Context: an optimization exercise on an open-source flow, tuned for small area. The choices shown serve that exercise and are no tape-out recipe. The RTL was checked by simulation tests, not by an equivalence proof against the original design. Power figures rest on the tool's default switching activity, not on a simulated workload.

--- config.mk ---
export PLATFORM = sky130hd
export DESIGN_NAME = uart_16550
export DESIGN_NICKNAME = uart_16550
export VERILOG_FILES = /design/flow/design.v
export SDC_FILE = /design/flow/constraint.sdc
export NUM_CORES = 4
export LEC_CHECK = 0
export CAP_MARGIN = 20
export CORE_MARGIN = 2
export CORE_UTILIZATION = 40
export PLACE_DENSITY = 0.6
export SLEW_MARGIN = 20
--- constraint.sdc ---
create_clock -name core_clock -period 6.0 [get_ports {clk}]
set_input_delay 1.2000 -clock core_clock [delete_from_list [all_inputs] [get_ports {clk}]]
set_output_delay 1.2000 -clock core_clock [all_outputs]
set_load 0.01 [all_outputs]
--- design.v ---
module fifo_lite #(
    parameter WIDTH = 8,
    parameter DEPTH = 16,
    localparam ADDR_WIDTH = $clog2(DEPTH)
)(
    input  logic              clk,
    input  logic              rst,
    input  logic              wr_en,
    input  logic [WIDTH-1:0]  wr_data,
    input  logic              rd_en,
    output logic [WIDTH-1:0]  rd_data,
    output logic              rd_valid,
    output logic              empty,
    output logic              full
);
    logic [WIDTH-1:0] mem [0:DEPTH-1];
    logic [ADDR_WIDTH-1:0] wr_ptr, rd_ptr;
    logic [ADDR_WIDTH:0]   count;
    logic do_wr, do_rd;
    assign empty = (count == 0);
    assign full  = (count == DEPTH);
    assign do_wr = wr_en && !full;
    assign do_rd = rd_en && !empty;
    always_ff @(posedge clk) begin
        if (do_wr)
            mem[wr_ptr] <= wr_data;
    end
    always_ff @(posedge clk or posedge rst) begin
        if (rst) begin
            wr_ptr   <= 0;
            rd_ptr   <= 0;
            count    <= 0;
            rd_data  <= '0;
            rd_valid <= 0;
        end else begin
            rd_valid <= 0;
            if (do_wr)
                wr_ptr <= wr_ptr + 1;
            if (do_rd) begin
                rd_data  <= mem[rd_ptr];
                rd_ptr   <= rd_ptr + 1;
                rd_valid <= 1;
            end
            case ({do_wr, do_rd})
                2'b10: count <= count + 1;
                2'b01: count <= count - 1;
                default: count <= count;
            endcase
        end
    end
endmodule
module shift_mult #(
  parameter MULTIPLICAND_WIDTH = 16,
  parameter MULTIPLIER_WIDTH = 8,
  localparam PRODUCT_WIDTH = MULTIPLICAND_WIDTH + MULTIPLIER_WIDTH
) (
  input  logic [MULTIPLICAND_WIDTH-1:0] multiplicand,
  input  logic [MULTIPLIER_WIDTH-1:0]   multiplier,
  input  logic     start,
  input  logic     clk,
  input  logic     rst_n,
  output logic [PRODUCT_WIDTH-1:0] product,
  output logic     busy
);
  logic [PRODUCT_WIDTH-1:0]    cur_acc, nxt_acc;
  logic [PRODUCT_WIDTH-1:0]    cur_mcand, nxt_mcand;  
  logic [MULTIPLIER_WIDTH-1:0] cur_mplier, nxt_mplier;
  logic                        cur_op, nxt_op;
  always_ff @(posedge clk) begin
    cur_acc    <= nxt_acc;
    cur_mcand  <= nxt_mcand;
    cur_mplier <= nxt_mplier;
    cur_op     <= nxt_op;
  end
  always_comb begin
    nxt_acc    = cur_acc;
    nxt_mcand  = cur_mcand;
    nxt_mplier = cur_mplier;
    nxt_op     = cur_op;
    if (start) begin
      nxt_acc    = '0;
      nxt_mcand  = {{MULTIPLIER_WIDTH{1'b0}}, multiplicand};
      nxt_mplier = multiplier;
      if (multiplier > 0) nxt_op = 1'b1;
    end
    else if (nxt_op) begin
      if (nxt_mplier[0]) nxt_acc = nxt_acc + nxt_mcand;
      nxt_mcand  = nxt_mcand << 1;
      nxt_mplier = nxt_mplier >> 1;
      if (nxt_mplier == 0) nxt_op = 1'b0;
    end
    if (!rst_n) begin
      nxt_acc    = '0;
      nxt_mcand  = '0;
      nxt_mplier = '0;
      nxt_op     = 1'b0;
    end
  end
  assign product = cur_acc;
  assign busy    = cur_op;
endmodule
module baud_gen #(
	parameter DL_WIDTH = 16,
	parameter PSD_WIDTH = 4
) (
	input  logic                 clk,
	input  logic                 reset,              
	input  logic [DL_WIDTH-1:0]  divisor_latch,      
	input  logic [PSD_WIDTH-1:0] psd,                
	input  logic                 new_baud,           
	input  logic                 enable_sample,      
	input  logic                 enable_baud,        
	output logic        baud_tick,          
	output logic        sample_tick,        
	output logic        active              
);
	localparam SAMPLE_WIDTH  = DL_WIDTH + PSD_WIDTH + 1;
	localparam DIVISOR_WIDTH = SAMPLE_WIDTH + 4;
	logic [DIVISOR_WIDTH-1:0] baud_divisor;        
	logic [SAMPLE_WIDTH-1:0]  sample_divisor;      
	logic [DL_WIDTH:0]        dl_wrk;
	logic [PSD_WIDTH:0]       psd_wrk;
	logic start_mult;
	logic mult_busy;
	logic [DL_WIDTH+PSD_WIDTH+1:0] mult_full;
	logic [SAMPLE_WIDTH-1:0] mult_product;
	logic mult_done;
	logic stale;
	localparam logic [2:0] IDLE = 3'd0, MULT = 3'd1, PROC = 3'd2, DONE = 3'd3;
	logic [2:0] state, next_state;
	assign dl_wrk  = (divisor_latch == '0) ? {1'b1, {DL_WIDTH{1'b0}}} : {1'b0, divisor_latch};
	assign psd_wrk = {1'b0, psd} + 1'b1;
	shift_mult #(
		.MULTIPLICAND_WIDTH(DL_WIDTH + 1),
		.MULTIPLIER_WIDTH(PSD_WIDTH + 1)
	) mult1 (
		.multiplicand(dl_wrk),
		.multiplier(psd_wrk),
		.start(start_mult),
		.clk(clk),
		.rst_n(!reset),
		.product(mult_full),
		.busy(mult_busy)
	);
	assign mult_product = mult_full[SAMPLE_WIDTH-1:0];
	always_ff @(posedge clk)
		state <= next_state;
	always_comb begin
		next_state = state;
		start_mult = 0;
		case (state)
			IDLE:
				if (!mult_done) begin
					next_state = MULT;
					start_mult = 1;
				end
			MULT:
				if (!mult_busy)
					next_state = PROC;
			PROC:
				next_state = DONE;
			DONE:
				next_state = IDLE;
			default: ;
		endcase
		if (reset) next_state = IDLE;
	end
	always_ff @(posedge clk or posedge reset) begin
		if (reset) begin
			sample_divisor <= '0;
			baud_divisor   <= '0;
		end else if (state == PROC) begin
			sample_divisor <= mult_product - 1'b1;
			baud_divisor   <= {mult_product, 4'd0} - 1'b1;
		end
	end
	always_ff @(posedge clk or posedge reset) begin
		if (reset)
			stale <= 0;
		else if (state == IDLE)
			stale <= 0;
		else if (new_baud)
			stale <= 1;
	end
	always_ff @(posedge clk or posedge reset) begin
		if (reset)
			mult_done <= 0;
		else if (new_baud)
			mult_done <= 0;
		else if (state == DONE && !stale)
			mult_done <= 1;
	end
	assign active = (mult_done);
	logic [SAMPLE_WIDTH-1:0]  sample_counter;
	logic [DIVISOR_WIDTH-1:0] baud_counter;
	always_ff @(posedge clk or posedge reset) begin
		if (reset) begin
			sample_counter <= '0;
			baud_counter   <= '0;
			sample_tick    <= 0;
			baud_tick      <= 0;
		end else if (~active) begin
			sample_counter <= sample_divisor;
			baud_counter   <= baud_divisor;
			sample_tick    <= 0;
			baud_tick      <= 0;
		end else begin
			if (enable_sample) begin
				if (sample_counter == 0) begin
					sample_tick    <= 1;
					sample_counter <= sample_divisor;
				end else begin
					sample_tick    <= 0;
					sample_counter <= sample_counter - 1;
				end
			end
			else begin
				sample_counter <= sample_divisor;
			end
			if (enable_baud) begin
				if (baud_counter == 0) begin
					baud_tick    <= 1;
					baud_counter <= baud_divisor;
				end else begin
					baud_tick    <= 0;
					baud_counter <= baud_counter - 1;
				end
			end
			else begin
				baud_counter <= baud_divisor;
			end
		end
	end
endmodule
module uart_tx (
    input  logic        clk,
    input  logic        rst,
    input  logic [7:0]  tx_data,
    input  logic        tx_start,
    output logic        tx_busy,
    input  logic [3:0]  data_bits,
    input  logic        parity_en,
    input  logic        parity_even,
    input  logic [1:0]  stop_bits,
    input  logic        tick,
    output logic        txd,
    output logic        enable_baud
);
    localparam logic [2:0] IDLE = 3'd0, START = 3'd1, DATA = 3'd2, PARITY = 3'd3, STOP = 3'd4;
    logic [2:0] state;
    logic [7:0] shift_reg;
    logic [3:0] bit_cnt;
    logic       parity_bit;
    logic       stop_phase;
    logic       tx_pending;
    logic       tx_active;
    logic [7:0] data_mask;
    assign txd =
        (state == START)  ? 1'b0 :
        (state == DATA)   ? shift_reg[0] :
        (state == PARITY) ? parity_bit :
                            1'b1;
    assign tx_busy = tx_active || tx_pending;
    assign enable_baud = tx_busy;
    assign data_mask = 8'hFF >> (4'd8 - data_bits);
    always_ff @(posedge clk or posedge rst) begin
        if (rst) begin
            state       <= IDLE;
            shift_reg   <= 8'd0;
            bit_cnt     <= 0;
            parity_bit  <= 0;
            stop_phase  <= 0;
            tx_pending  <= 0;
            tx_active   <= 0;
        end else begin
            if (!tx_active && tx_start)
                tx_pending <= 1;
            if (tick) begin
                case (state)
                    IDLE: begin
                        if (tx_pending) begin
                            shift_reg  <= tx_data;
                            bit_cnt    <= 0;
                            parity_bit <= (^(tx_data & data_mask)) ^ !parity_even;
                            stop_phase <= 0;
                            tx_active  <= 1;
                            tx_pending <= 0;
                            state      <= START;
                        end
                    end
                    START: begin
                        state <= DATA;
                    end
                    DATA: begin
                        shift_reg <= {1'b0, shift_reg[7:1]};
                        bit_cnt <= bit_cnt + 1;
                        if (bit_cnt == data_bits - 1)
                            state <= (parity_en ? PARITY : STOP);
                    end
                    PARITY: begin
                        state <= STOP;
                    end
                    STOP: begin
                        if (stop_bits == 2'd2 && !stop_phase) begin
                            stop_phase <= 1;
                        end else begin
                            stop_phase <= 0;
                            tx_active  <= 0;
                            state      <= IDLE;
                        end
                    end
                    default: ;
                endcase
            end
        end
    end
endmodule
module uart_rx (
    input  logic        clk,
    input  logic        rst,
    input  logic        rxd,
    input  logic        sample_tick,
    input  logic        stop_bits,
    input  logic        parity_en,
    input  logic        parity_even,
    input  logic [3:0]  data_bits,
    input  logic        enable,
    output logic        enable_sample,
    output logic        data_ready,
    output logic [7:0]  data_out,
    output logic        parity_err,
    output logic        framing_err
);
    localparam logic [2:0] IDLE = 3'd0, START = 3'd1, DATA = 3'd2, PARITY = 3'd3, STOP = 3'd4;
    logic [2:0] state, next_state;
    logic [3:0] bit_count;
    logic [3:0] sample_count;
    logic [7:0] shift_reg;
    logic       sampled_parity;
    logic       stop_sampled;
    logic       stop_phase;
    logic [7:0] rx_word;
    logic       rx_parity;
    assign rx_word   = shift_reg >> (4'd8 - data_bits);
    assign rx_parity = (^rx_word) ^ !parity_even;
    always_ff @(posedge clk or posedge rst) begin
        if (rst)
            enable_sample <= 0;
        else if (state == IDLE && !rxd)
            enable_sample <= 1;
        else if (state == STOP && next_state == IDLE)
            enable_sample <= 0;
    end
    always_ff @(posedge clk)
        state <= next_state;
    always_ff @(posedge clk or posedge rst) begin
        if (rst) begin
            next_state      <= IDLE;
            bit_count       <= 0;
            sample_count    <= 0;
            shift_reg       <= 0;
            data_ready      <= 0;
            parity_err      <= 0;
            framing_err     <= 0;
            stop_sampled    <= 0;
            stop_phase      <= 0;
            data_out        <= 0;
            sampled_parity  <= 0;
        end else if (sample_tick) begin
            case (state)
                IDLE: begin
                    bit_count     <= 0;
                    sample_count  <= 0;
                    if (enable_sample)
                        next_state <= START;
                    else
                        next_state <= IDLE;
                end
                START: begin
                    if (sample_count == 7) begin
                        if (!rxd) begin
                            sample_count <= 0;
                            next_state <= DATA;
                        end else begin
                            next_state <= IDLE;
                        end
                    end else begin
                        sample_count <= sample_count + 1;
                        next_state <= START;
                    end
                end
                DATA: begin
                    if (sample_count == 15) begin
                        shift_reg <= {rxd, shift_reg[7:1]};
                        sample_count <= 0;
                        bit_count <= bit_count + 1;
                        if (bit_count == data_bits - 1)
                            next_state <= (parity_en ? PARITY : STOP);
                        else
                            next_state <= DATA;
                    end else begin
                        sample_count <= sample_count + 1;
                        next_state <= DATA;
                    end
                end
                PARITY: begin
                    if (sample_count == 15) begin
                        sampled_parity <= rxd;
                        sample_count <= 0;
                        next_state <= STOP;
                    end else begin
                        sample_count <= sample_count + 1;
                        next_state <= PARITY;
                    end
                end
                STOP: begin
                    if (sample_count == 15) begin
                        sample_count <= 0;
                        stop_sampled <= rxd;
                        stop_phase <= ~stop_phase;
                        if ((stop_bits && stop_phase == 1) || !stop_bits) begin
                            data_out <= rx_word;
                            if (stop_bits)
                                framing_err <= ~(stop_sampled & rxd);
                            else
                                framing_err <= ~rxd;
                            if (parity_en)
                                parity_err <= (sampled_parity != rx_parity);
                            else
                                parity_err <= 0;
                            data_ready   <= 1;
                            next_state   <= IDLE;
                            stop_phase   <= 0;
                            stop_sampled <= 0;
                        end else begin
                            next_state <= STOP;
                        end
                    end else begin
                        sample_count <= sample_count + 1;
                        next_state <= STOP;
                    end
                end
                default: ;
            endcase
        end else begin
            data_ready <= 0;
        end
    end
endmodule
module uart_top #(
    parameter DL_WIDTH = 16,
    parameter PSD_WIDTH = 4,
    parameter FIFO_DEPTH = 16
)(
    input  logic clk,
    input  logic rst,
    input  logic rxd,
    output logic txd,
    input  logic        wr_en,
    input  logic [7:0]  wr_data,
    output logic        tx_ready,
    input  logic        rd_en,
    output logic [7:0]  rd_data,
    output logic        rx_ready,
    output logic        rx_valid,
    output logic        parity_err,
    output logic        framing_err,
    output logic        overrun_err,
    input  logic [1:0]  stop_bits,
    input  logic        parity_en,
    input  logic        parity_even,
    input  logic [3:0]  data_bits,
    input  logic [DL_WIDTH-1:0]  divisor_latch,
    input  logic [PSD_WIDTH-1:0] psd,
    input  logic                 new_baud
);
    logic baud_tick, sample_tick;
    logic enable_baud, enable_sample;
    logic [7:0] tx_data;
    logic       tx_start, tx_busy;
    logic       tx_fifo_empty, tx_fifo_full;
    logic       tx_rd_valid;
    logic [7:0] tx_fifo_rd_data;
    logic [7:0] rx_data_out;
    logic       rx_data_ready;
    logic       rx_parity_err, rx_framing_err;
    logic       rx_fifo_full, rx_fifo_empty;
    logic         rx_fifo_wr_en; 
    logic [7:0] rx_fifo_rd_data;
    assign tx_ready = ~tx_fifo_full;
    assign rx_ready = ~rx_fifo_empty;
    assign rd_data  = rx_fifo_rd_data;
    assign tx_data  = tx_fifo_rd_data;
    assign rx_fifo_wr_en = rx_data_ready && ~rx_fifo_full;
    fifo_lite #(.WIDTH(8), .DEPTH(FIFO_DEPTH)) tx_fifo (
        .clk(clk),
        .rst(rst),
        .wr_en(wr_en),
        .wr_data(wr_data),
        .rd_en(tx_start),
        .rd_data(tx_fifo_rd_data),
        .rd_valid(tx_rd_valid),
        .full(tx_fifo_full),
        .empty(tx_fifo_empty)
    );
    fifo_lite #(.WIDTH(8), .DEPTH(FIFO_DEPTH)) rx_fifo (
        .clk(clk),
        .rst(rst),
        .wr_en(rx_fifo_wr_en),
        .wr_data(rx_data_out),
        .rd_en(rd_en),
        .rd_data(rx_fifo_rd_data),
        .rd_valid(rx_valid),
        .full(rx_fifo_full),
        .empty(rx_fifo_empty)
    );
    baud_gen #(
        .DL_WIDTH(DL_WIDTH),
        .PSD_WIDTH(PSD_WIDTH)
    ) baud_gen_inst (
        .clk(clk),
        .reset(rst),
        .divisor_latch(divisor_latch),
        .psd(psd),
        .new_baud(new_baud),
        .enable_sample(enable_sample),
        .enable_baud(enable_baud),
        .baud_tick(baud_tick),
        .sample_tick(sample_tick),
        .active()
    );
    uart_tx tx_inst (
        .clk(clk),
        .rst(rst),
        .tx_data(tx_data),
        .tx_start(tx_start),
        .tx_busy(tx_busy),
        .data_bits(data_bits),
        .parity_en(parity_en),
        .parity_even(parity_even),
        .stop_bits(stop_bits[0] ? 2'd2 : 2'd1),
        .tick(baud_tick),
        .txd(txd),
        .enable_baud(enable_baud)
    );
    uart_rx rx_inst (
        .clk(clk),
        .rst(rst),
        .rxd(rxd),
        .sample_tick(sample_tick),
        .stop_bits(stop_bits[0]),
        .parity_en(parity_en),
        .parity_even(parity_even),
        .data_bits(data_bits),
        .enable(1'b1),
        .enable_sample(enable_sample),
        .data_ready(rx_data_ready),
        .data_out(rx_data_out),
        .parity_err(rx_parity_err),
        .framing_err(rx_framing_err)
    );
    always_ff @(posedge clk or posedge rst) begin
        if (rst) begin
            tx_start <= 0;
        end else begin
            if (~tx_busy && ~tx_fifo_empty && !tx_start)
                tx_start <= 1;
            else
                tx_start <= 0;
        end
    end
    always_ff @(posedge clk or posedge rst) begin
        if (rst) begin
            parity_err   <= 0;
            framing_err  <= 0;
            overrun_err  <= 0;
        end else begin
            parity_err   <= rx_data_ready && rx_parity_err;
            framing_err  <= rx_data_ready && rx_framing_err;
            overrun_err  <= rx_data_ready && rx_fifo_full;
        end
    end
endmodule
module axi_ui #(
    parameter DL_WIDTH = 16,
    parameter PSD_WIDTH = 4,
    parameter FIFO_DEPTH = 16
)(
    input  logic clk,
    input  logic rst,
    input  logic [31:0] awaddr,
    input  logic        awvalid,
    output logic        awready,
    input  logic [31:0] wdata,
    input  logic [3:0]  wstrb,
    input  logic        wvalid,
    output logic        wready,
    output logic        bvalid,
    output logic [1:0]  bresp,
    input  logic        bready,
    input  logic [31:0] araddr,
    input  logic        arvalid,
    output logic        arready,
    output logic [31:0] rdata,
    output logic        rvalid,
    output logic [1:0]  rresp,
    input  logic        rready,
    output logic [7:0]  thr_out,
    output logic [7:0]  lcr_out,
    output logic [7:0]  dll_out,
    output logic [7:0]  dlm_out,
    output logic [7:0]  psd_out,
    output logic        wr_en,
    output logic        rd_en,
    input  logic [7:0]  rd_data,
    input  logic        tx_ready,
    input  logic        rx_ready,
    input  logic        rx_valid,
    input  logic        parity_err,
    input  logic        framing_err,
    input  logic        overrun_err,
    output logic        new_baud,
    output logic irq,
    output logic irq_n
);
    localparam logic [1:0] AXI_RESP_OKAY = 2'b00;
    logic [7:0] thr;     
    logic [7:0] ier;     
    logic [7:0] fcr;     
    logic [7:0] lcr;     
    logic [7:0] mcr;     
    logic [7:0] spr;     
    logic [7:0] dll;     
    logic [7:0] dlm;     
    logic [7:0] psd;     
    logic lsr_data_ready, lsr_overrun_err, lsr_parity_err, lsr_framing_err;
    logic lsr_thr_empty, lsr_tx_empty;
    logic [7:0] lsr;
    logic [3:0] isr_int_id;
    logic       isr_int_status;
    logic dlab;
    logic [2:0] axi_rd_addr;
    logic [7:0] axi_wr_data;
    logic axi_wr_en, axi_rd_en;
    logic [2:0] wr_addr_latched;
    logic wr_handshake;
    logic rhr_has_data;
    logic rhr_read;
    logic [7:0] reg_rd;
    assign dlab    = lcr[7];
    assign thr_out = thr;
    assign lcr_out = lcr;
    assign dll_out = dll;
    assign dlm_out = dlm;
    assign psd_out = psd;
    assign lsr = {1'b0, lsr_tx_empty, lsr_thr_empty, 1'b0,
                  lsr_framing_err, lsr_parity_err, lsr_overrun_err, lsr_data_ready};
    assign irq = (isr_int_id != 4'b0001);
    assign irq_n = ~irq;
    assign wr_handshake = awvalid && wvalid && awready && wready;
    assign rd_en = (rx_ready && !rhr_has_data && !rx_valid);
    always_comb begin
        case (axi_rd_addr)
            3'd0: reg_rd = dlab ? dll : rd_data;
            3'd1: reg_rd = dlab ? dlm : ier;
            3'd2: reg_rd = {3'b000, isr_int_id, isr_int_status};
            3'd3: reg_rd = lcr;
            3'd4: reg_rd = mcr;
            3'd5: reg_rd = dlab ? psd : lsr;
            3'd6: reg_rd = 8'h00;
            default: reg_rd = spr;
        endcase
    end
    assign rhr_read = axi_rd_en && (axi_rd_addr == 3'd0) && !dlab;
    always_ff @(posedge clk) begin
        if (wr_handshake) begin
            wr_addr_latched <= awaddr[2:0];
            axi_wr_data     <= wdata[7:0];
        end
    end
    always_ff @(posedge clk or posedge rst) begin
        if (rst) begin
            awready <= 0;
            wready  <= 0;
            bvalid  <= 0;
            bresp   <= AXI_RESP_OKAY;
            axi_wr_en <= 0;
            wr_en <= 0;
            new_baud <= 0;
            thr <= 8'h00;
            ier <= 8'h00;
            fcr <= 8'h00;
            lcr <= 8'h03;
            mcr <= 8'h00;
            spr <= 8'h00;
            dll <= 8'h01;
            dlm <= 8'h00;
            psd <= 8'h00;
        end else begin
            awready <= !awready && awvalid;
            wready  <= !wready  && wvalid;
            axi_wr_en <= wr_handshake;
            wr_en <= 0;
            new_baud <= 0;
            if (axi_wr_en) begin
                case (wr_addr_latched)
                    3'd0: if (dlab) dll <= axi_wr_data; else thr <= axi_wr_data;
                    3'd1: if (dlab) dlm <= axi_wr_data; else ier <= axi_wr_data;
                    3'd2: fcr <= axi_wr_data;
                    3'd3: lcr <= axi_wr_data;
                    3'd4: mcr <= axi_wr_data;
                    3'd5: if (dlab) psd <= axi_wr_data;
                    default: spr <= axi_wr_data;
                endcase
                if (wr_addr_latched == 3'd0 && !dlab)
                    wr_en <= 1;
                if (dlab && (wr_addr_latched == 3'd0 || wr_addr_latched == 3'd1 || wr_addr_latched == 3'd5))
                    new_baud <= 1;
            end
            if (axi_wr_en) begin
                bvalid <= 1;
                bresp  <= AXI_RESP_OKAY;
            end else if (bvalid && bready) begin
                bvalid <= 0;
            end
        end
    end
    always_ff @(posedge clk) begin
        if (arvalid && !arready)
            axi_rd_addr <= araddr[2:0];
    end
    always_ff @(posedge clk or posedge rst) begin
        if (rst) begin
            arready <= 0;
            rvalid  <= 0;
            rdata   <= 0;
            rresp   <= AXI_RESP_OKAY;
            axi_rd_en <= 0;
        end else begin
            arready <= arvalid && !arready;
            axi_rd_en <= arvalid && !arready;
            if (axi_rd_en) begin
                rvalid <= 1;
                rresp  <= AXI_RESP_OKAY;
                rdata  <= {24'd0, reg_rd};
            end else if (rvalid && rready) begin
                rvalid <= 0;
            end
        end
    end
    always_ff @(posedge clk or posedge rst) begin
        if (rst) begin
            rhr_has_data <= 0;
        end else if (rhr_read) begin
            rhr_has_data <= 0;
        end else if (rx_valid) begin
            rhr_has_data <= 1;
        end
    end
    always_ff @(posedge clk or posedge rst) begin
        if (rst) begin
            lsr_data_ready  <= 0;
            lsr_overrun_err <= 0;
            lsr_parity_err  <= 0;
            lsr_framing_err <= 0;
            lsr_thr_empty   <= 1;
            lsr_tx_empty    <= 1;
        end else begin
            lsr_data_ready  <= rhr_has_data;
            lsr_overrun_err <= overrun_err;
            lsr_parity_err  <= parity_err;
            lsr_framing_err <= framing_err;
            lsr_thr_empty   <= tx_ready;
            lsr_tx_empty    <= tx_ready;
        end
    end
    always_ff @(posedge clk or posedge rst) begin
        if (rst) begin
            isr_int_id     <= 4'b0001;
            isr_int_status <= 1'b1;
        end else begin
            if (ier[2] && (parity_err || framing_err || overrun_err)) begin
                isr_int_id     <= 4'b0110;
                isr_int_status <= 1'b0;
            end else if (ier[0] && rhr_has_data) begin
                isr_int_id     <= 4'b0100;
                isr_int_status <= 1'b0;
            end else if (ier[1] && tx_ready) begin
                isr_int_id     <= 4'b0010;
                isr_int_status <= 1'b0;
            end else begin
                isr_int_id     <= 4'b0001;
                isr_int_status <= 1'b1;
            end
        end
    end
endmodule
module uart_16550 #(
    parameter DL_WIDTH = 16,
    parameter PSD_WIDTH = 4,
    parameter FIFO_DEPTH = 16
)(
    input  logic clk,
    input  logic rst,
    input  logic [31:0] awaddr,
    input  logic        awvalid,
    output logic        awready,
    input  logic [31:0] wdata,
    input  logic [3:0]  wstrb,
    input  logic        wvalid,
    output logic        wready,
    output logic        bvalid,
    output logic [1:0]  bresp,
    input  logic        bready,
    input  logic [31:0] araddr,
    input  logic        arvalid,
    output logic        arready,
    output logic [31:0] rdata,
    output logic        rvalid,
    output logic [1:0]  rresp,
    input  logic        rready,
    output logic irq,
    output logic irq_n,
    input  logic rxd,
    output logic txd
);
    logic [7:0] thr, lcr, dll, dlm, psd;
    logic wr_en, rd_en;
    logic [7:0] rd_data;
    logic tx_ready, rx_ready, rx_valid;
    logic parity_err, framing_err, overrun_err;
    logic new_baud;
    logic [3:0] data_bits;
    assign data_bits = 4'd5 + {2'b00, lcr[1:0]};
    uart_top #(
        .DL_WIDTH(DL_WIDTH),
        .PSD_WIDTH(PSD_WIDTH),
        .FIFO_DEPTH(FIFO_DEPTH)
    ) uart_core (
        .clk(clk),
        .rst(rst),
        .rxd(rxd),
        .txd(txd),
        .wr_en(wr_en),
        .wr_data(thr),
        .tx_ready(tx_ready),
        .rd_en(rd_en),
        .rd_data(rd_data),
        .rx_ready(rx_ready),
        .rx_valid(rx_valid),
        .parity_err(parity_err),
        .framing_err(framing_err),
        .overrun_err(overrun_err),
        .stop_bits({1'b0, lcr[2]}),
        .parity_en(lcr[3]),
        .parity_even(lcr[4]),
        .data_bits(data_bits),
        .divisor_latch({dlm, dll}),
        .psd(psd[3:0]),
        .new_baud(new_baud)
    );
    axi_ui #(
        .DL_WIDTH(DL_WIDTH),
        .PSD_WIDTH(PSD_WIDTH),
        .FIFO_DEPTH(FIFO_DEPTH)
    ) ui (
        .clk(clk),
        .rst(rst),
        .awaddr(awaddr),
        .awvalid(awvalid),
        .awready(awready),
        .wdata(wdata),
        .wvalid(wvalid),
        .wstrb(wstrb),
        .wready(wready),
        .bvalid(bvalid),
        .bresp(bresp),
        .bready(bready),
        .araddr(araddr),
        .arvalid(arvalid),
        .arready(arready),
        .rdata(rdata),
        .rvalid(rvalid),
        .rresp(rresp),
        .rready(rready),
        .thr_out(thr),
        .lcr_out(lcr),
        .dll_out(dll),
        .dlm_out(dlm),
        .psd_out(psd),
        .wr_en(wr_en),
        .rd_en(rd_en),
        .rd_data(rd_data),
        .tx_ready(tx_ready),
        .rx_ready(rx_ready),
        .rx_valid(rx_valid),
        .parity_err(parity_err),
        .framing_err(framing_err),
        .overrun_err(overrun_err),
        .new_baud(new_baud),
        .irq(irq),
        .irq_n(irq_n)
    );
endmodule
--- run.sh ---
#!/bin/bash
# synth_recipe.tcl (not shown) runs the flow's synth.tcl, then flattens the netlist and writes it again
# the make line also repeats each setting of config.mk as NAME=value (left out here)
make -C /OpenROAD-flow-scripts/flow DESIGN_CONFIG=/design/flow/config.mk WORK_HOME=/design/flow/orfs CLKGATE_MAP_FILE= SYNTH_SCRIPT=/design/flow/synth_recipe.tcl finish
==> summary.md <==
| Metric | Value |
|---|---|
| Post-synthesis sequential area ratio | `59.8%` |
| Top delay family on crit path | `flip-flops` |
| First-pass GRT wire length | `88500 µm` |
| Hold Path Class | `flop to flop` |
| Pin count of the biggest net entering global routing | `167` |
| Rows | `93` |
| Met2 wire len | `26000 µm` |
| Post-Syn Instances | `2032` |
| Nets | `2222` |
| Root Buffer | `clkbuf_16` |
| # H-tree levels | `2` |
| Met3 wire len | `2830 µm` |
| Post-synth top area share | `30.9%` |
| Top cells by area, synth | `edfxtp_1 31%, dfrtp_1 24%, mux4_2 7.5%, mux2_2 4.2%, dfxtp_1 4.0%` |
| CTS-repair resized insts | `0` |
| Worst EP arrival | `2.26 ns` |
| Final ANT Viol Nets | `0` |
| Clock Skew | `0.0728 ns` |
| Worst Hold Margin | `0.385 ns` |
| Number of global-route vias before repair | `~16000` |
| Hold endpoint | `ui.lsr_overrun_err$_DFF_PP0_` |
| Max_cap viols | `0` |
| Gr usage total | `16.7%` |
| Largest area contributor in the synthesized netlist | `edfxtp_1` |
| CTS Buffer Depth | `3` |
| Multi-input logic area | `around 10000 µm²` |
| Power Dens Cells | `356 nW/µm²` |
| Worst r2r dst | `uart_core.rx_fifo.count[4]$_DFFE_PP0P_` |
| Avg WL per Cell | `18.9 µm` |
| Metal1 wirelength | `25800 µm` |
| IO buf count | `37` |
| Post-synth EDFFs | `270` |
| Most instantiated library cell after synthesis | `edfxtp_1` |
| Flop2flop setup slack | `2.78 ns` |
| Synth Flop Type | `edfxtp_1` |
| Clock transition at path regs | `about 0.060 ns` |
| Core area | `64700 µm²` |
| DRC errors left | `0` |
| Final setup violation count | `0` |
| Crit path kind | `flop to primary output` |
| GR Overflow Total | `0` |
| Skew-Pair Late Insertion Delay | `between 0.6 and 0.7 ns` |
| Worst hold stages | `0` |
| Top Registers | `uart_core.rx_fifo.mem (128), uart_core.tx_fifo.mem (128), uart_core.baud_gen_inst.baud_counter (25)` |
| CTS Buf Count | `61` |
| Clk sink count | `~600` |
| Worst EP required | `4.80 ns` |
| CP Launch Point | `ui.arready$_DFF_PP0_` |
| Register area | `between 15000 and 20000 µm²` |
| P&R area growth vs syn | `12.1%` |
| IO Pins | `around 150` |
| Setup bufs post-CTS | `0` |
| DR vias/cell | `about 5.3` |
| Post-Route WL | `between 50000 and 60000 µm` |
| Reg2Reg Depth | `12` |
| Post-synth top cells | `270 x edfxtp_1, 256 x dfrtp_1, 202 x nand2_1, 146 x nor2_1, 108 x a21oi_1` |
| Seq cells post-synth | `584` |
| Startpoint types | `flop` |
| Final clock period utilization by the worst path | `just under 60%` |
| RD Place Congestion | `between 0.8 and 0.9` |
| Mapped Area | `26200 µm²` |
| Overall die height | `260 µm` |
| Reg2Reg Launch Point | `uart_core.rx_fifo.count[0]$_DFFE_PP0P_` |
| DP Worst Slack | `2.06 ns` |
| Max-slew violations | `0` |
| Slack of the critical path | `2.54 ns` |
| Average cell area after synthesis | `12.9 µm²` |
| Crit-path slowest cell | `dfrtp_1` |
| Worst vdd ir | `between 0.0003 and 0.0004 V` |
| Pre-Repair DR Iteration Count | `5` |
| Critical-path cell list | `clkdlybuf4s50_1` |
| Ant diodes | `0` |
| Async set-reset flop share out of synthesis | `44.7%` |
| Die Area | `67700 µm²` |
| Worst Path Max Fanout | `17` |
| Iter 0 DRT Violations | `1122` |
| RSZ-0062 raised after global routing | `false` |
| Distinct cells, synth | `76` |
| F_max | `0.289 GHz` |
| Worst path buffer plus inverter count | `1` |
| Worst Tran Pin Value | `around 1.1 ns` |
| CTS tree | `done` |
| Initial antenna violation count | `0` |
| Final min period | `3.46 ns` |
| Initial Util | `40.6%` |
| Die W | `260 µm` |
| Vias | `15700` |
| # fillers | `a little under 6000` |
| Slew HR | `28.0%` |
| P_leak | `11.1 nW` |
| Setup tns final | `0 ns` |
| Yosys warns | `7` |
| CP max stage delay | `0.91 ns` |
| Run status | `finished clean` |
| Final Hold Viols | `0` |
| HP Start | `uart_core.overrun_err$_DFF_PP0_` |
| Top sig layer | `met4` |
| CP endpoint kind | `primary output` |
| Cts hold-fix bufs | `0` |
| Layout cells sized above 1 | `between 15 and 20%` |
| Final HPWL DP | `roughly 37000 µm` |
==> final cells by class <==
cell class | count | area share, %
Sequential cell | 584 | 53.4
Timing Repair Buffer | 57 | 1.81
Inverter | 60 | 0.778
Clock inverter | 35 | 1.40
Clock buffer | 81 | 5.61
Multi-Input combinational cell | 1293 | 33.3
Tap cell | 855 | 3.64
==> report_power, final <==
group	total [mW]	switching (mW)	internal [mW]	leakage, nW
logic	1.73	0.986	0.748	4.01
clock network	3.85	1.60	2.24	1.01
registers	4.90	0.378	4.53	6.13
total	10.5	2.97	7.52	11.1
==> cell families after synthesis <==
family                   count (synthesis)  share of synthesized area [%]
flip-flops                             584                           59.8
AND/OR/NAND/NOR                        542                           9.84
AO/OA/AOI/OAI                          331                           7.45
multiplexers                           217                           12.9
buffers and inverters                  182                           3.24
XOR/XNOR                               118                           3.94
adder cells (fa/ha/maj)                 57                           2.80
other                                    1                         0.0143
==> cells in the final DEF (no fill, tap or decap), drive strengths merged, types with 8 or more instances in the layout <==
cell	count
or3	9
a21o	13
a211oi	25
nand2	202
inv	60
nor2b	21
clkdlybuf4s50	37
xnor2	76
nand3b	8
nor4	20
nand4	12
dfrtp	256
ha	54
nor3	36
buf	20
mux4	87
o21ai	110
edfxtp	270
nand3	30
a21oi	108
xor2	42
dfxtp	53
clkbuf	81
nand2b	17
mux2i	33
mux2	97
a31oi	15
and3	8
clkinv	25
conb	28
nor2	147
==> stage by stage <==
step / utilization [%] / cells / instance area, µm² / power (mW)
6_report: 45.5 / 2965 / 29400 / 10.5
5_1_grt: 45.5 / 2965 / 29400 / 11.0
4_1_cts: 45.4 / 2964 / 29400 / 10.6
3_5_place_dp: 42.3 / 2848 / 27300 / 6.73
3_3_place_gp: 42.2 / 2848 / 27300 / 6.66
2_1_floorplan: - / 2059 / 26400 / 6.31
==> per-layer routing <==
metal / up-vias / GRT usage (%)
met1: 7910 / 23.4
met4: 0 / 5.08
met2: 338 / 26.5
met5: - / 0
met3: 84 / 2.79
li1: 7417 / -
==> how the worst max path moves through the flow <==
stage	end	cells after the start	slack, ns
6_report	arready	1	2.54
5_1_grt	arready	1	2.47
4_1_cts	arready	1	2.51
3_5_place_dp	uart_core.baud_gen_inst.mult1.cur_acc[19]$_SDFFE_PP0P_	7	2.06
3_3_place_gp	uart_core.baud_gen_inst.mult1.cur_acc[19]$_SDFFE_PP0P_	7	2.07
2_1_floorplan	uart_core.baud_gen_inst.mult1.cur_acc[19]$_SDFFE_PP0P_	6	-0.60
==> worst reg2reg max path: stages (launching register included) <==
cell and delay (ns):
dfrtp_1 0.44, or4_1 0.53, o21ai_0 0.34, inv_1 0.32, ha_1 0.35, inv_1 0.14
fa_1 0.23, inv_1 0.05, a21o_1 0.14, a21oi_1 0.19, xnor2_1 0.15, nor2_1 0.07
xor2_1 0.14

-- re-timing with driven ports --
How much do the figures lean on ideal ports? The routed layout below was timed once more, with nothing changed but the port constraints. Step 1: set_driving_cell puts a clkbuf_16 on clk and a buf_2 on each other input, an assumption about the parent block. Step 2 adds t to the input delays and takes it off the output delays; t is the mean of the earliest and latest rising clock arrival at the registers after step 1. Input paths then give back, and output paths get back, about the clock's delay inside the block. Three values: ideal ports, drivers, drivers and shift; two values: the first two.
t, ns: 0.692
slack for setup (ns): 2.543 / 2.480 / 2.113
clock arrival spread, ns: 0.074 / 0.073
worst register clock-pin slew, ns: 0.07 / 0.07
worst slew at a driven data input, ns: 0.06
After both steps setup and hold are still met in this run. For this run, drivers alone change the setup slack by -0.063 ns; drivers and shift together by -0.430 ns.
